From an optimization exercise on the open Yosys and OpenROAD flow, aimed at small area, a short achievable clock period and few clock cycles per item; shortcuts taken in it are not production practice. The RTL was checked by simulation tests, not by an equivalence proof against the original design.

raven:
## float64_mul
module float64_mul (
    input         ap_clk,
    input         ap_rst,
    input         ap_start,
    output        ap_done,
    output        ap_idle,
    output        ap_ready,
    input  [63:0] a,
    input  [63:0] b,
    output [63:0] ap_return
);
wire        sa = a[63], sb = b[63];
wire [10:0] ea = a[62:52], eb = b[62:52];
wire [51:0] fa = a[51:0], fb = b[51:0];
wire a_e0 = (ea == 11'd0), b_e0 = (eb == 11'd0);
wire a_e1 = (ea == 11'h7FF), b_e1 = (eb == 11'h7FF);
wire a_f0 = (fa == 52'd0), b_f0 = (fb == 52'd0);
wire a_nan = a_e1 & ~a_f0, b_nan = b_e1 & ~b_f0;
wire a_inf = a_e1 & a_f0, b_inf = b_e1 & b_f0;
wire a_zero = a_e0 & a_f0, b_zero = b_e0 & b_f0;
wire a_sub = a_e0 & ~a_f0, b_sub = b_e0 & ~b_f0;
wire a_snan = a_nan & ~fa[51], b_snan = b_nan & ~fb[51];
wire any_nan = a_nan | b_nan;
wire pick_b = b_snan | (~a_snan & b_nan);
wire invalid = (a_inf & b_zero) | (a_zero & b_inf);
wire any_inf = a_inf | b_inf;
wire any_zero = a_zero | b_zero | (a_sub & b_sub);
wire special = any_nan | any_inf | any_zero;
wire sel_c = any_nan ? pick_b : b_sub;    
reg st_idle, st_swap, st_norm, st_mul, st_fin, st_den, st_done;
reg [1:0] cnt;
reg sel;                  
reg spec, sign;
reg [1:0] kind;           
reg nf;                   
reg [12:0] E;             
reg [52:0] ar;            
reg [8:0] bo, bt, bn;   
reg by;                   
reg last;                 
reg [54:0] S, C;          
reg [17:0] RS, RC;       
reg cin, sticky;
reg [11:0] OUT;           
wire load = st_idle & ap_start;
wire clr = load | st_swap | st_norm;
wire [52:0] csig = sel ? {1'b1, fa} : {1'b1, fb};
  ...
Size: ~5200 cells after synthesis, roughly 270 flip-flops.
Settings: LEC_CHECK=0, CAP_MARGIN=20, CORE_MARGIN=2, CORE_UTILIZATION=40, CTS_BUF_LIST=sky130_fd_sc_hd__clkbuf_4 sky130_fd_sc_hd__clkbuf_8, SETUP_SLACK_MARGIN=5, SLEW_MARGIN=20; clock period 10.0 ns.
run.sh (not shown) runs the stock make flow with config.mk's settings and CLKGATE_MAP_FILE= SYNTH_SCRIPT=/design/flow/synth_recipe.tcl, a recipe that flattens the netlist after the stock synthesis.
Testbench counts of raven, summed over its fixed seeds: cycles 12,564, items 2,048.
The following lists how quartz was set up differently from raven:
# raven
export LEC_CHECK = 0
export CAP_MARGIN = 20
export CORE_MARGIN = 2
export CORE_UTILIZATION = 40
export CTS_BUF_LIST = sky130_fd_sc_hd__clkbuf_4 sky130_fd_sc_hd__clkbuf_8
export SETUP_SLACK_MARGIN = 5
export SLEW_MARGIN = 20
create_clock -name core_clock -period 10.0 [get_ports {ap_clk}]
# quartz
export LEC_CHECK = 0
export CAP_MARGIN = 20
export CORE_MARGIN = 2
export CORE_UTILIZATION = 40
export SETUP_SLACK_MARGIN = 5
export SLEW_MARGIN = 20
create_clock -name core_clock -period 10.0 [get_ports {ap_clk}]
==> flow/flow/run.sh (new file) <==
#!/bin/bash
set -euo pipefail
MARGIN=${MARGIN:-5.2}
sed "s/SETUP_SLACK_MARGIN=[0-9.]*/SETUP_SLACK_MARGIN=$MARGIN/" standard.sh > my_standard.sh
grep -q "SETUP_SLACK_MARGIN=$MARGIN" my_standard.sh
bash my_standard.sh > layout.log 2>&1
==> flow/standard.sh (new file) <==
#!/bin/bash
# synth_recipe.tcl (not shown) runs the flow's synth.tcl, then flattens the netlist and writes it again
# the make line also repeats each setting of config.mk as NAME=value (left out here)
make -C /OpenROAD-flow-scripts/flow DESIGN_CONFIG=/design/flow/config.mk WORK_HOME=/design/flow/orfs CLKGATE_MAP_FILE= SYNTH_SCRIPT=/design/flow/synth_recipe.tcl "${@:-finish}"
removed: flow/run.sh
### Flow results
Looking at raven and quartz, the via count normalized by instance count is a wash.
On worst setup slack, raven loses to quartz.
Status | raven and quartz | clean

## separate check: timing with driven ports
No port has a modelled driver above. Below, the same layouts with a new extraction and two added sets of constraints.
Step 1 sets driving cells, clkbuf_16 on the clock port and buf_2 on the other inputs (assumed; they add their load-dependent delay and slew).
Step 2 times the ports against the registers' clock, not the clock port: input delays grow and output delays shrink by t, the midpoint of the rising clock arrivals with the driver on.
Three values: ideal ports, drivers, drivers and shift; two values: the first two.
run	shift t [ns]	slack for setup (ns)	worst register clock-pin slew, ns
raven	0.768	5.032 / 5.008 / 4.669	0.07 / 0.07
quartz	0.698	5.276 / 5.268 / 4.718	0.08 / 0.08
After both steps every run listed still meets setup and hold. For quartz, which loses most, drivers alone change the setup slack by -0.008 ns; drivers and shift together by -0.558 ns.
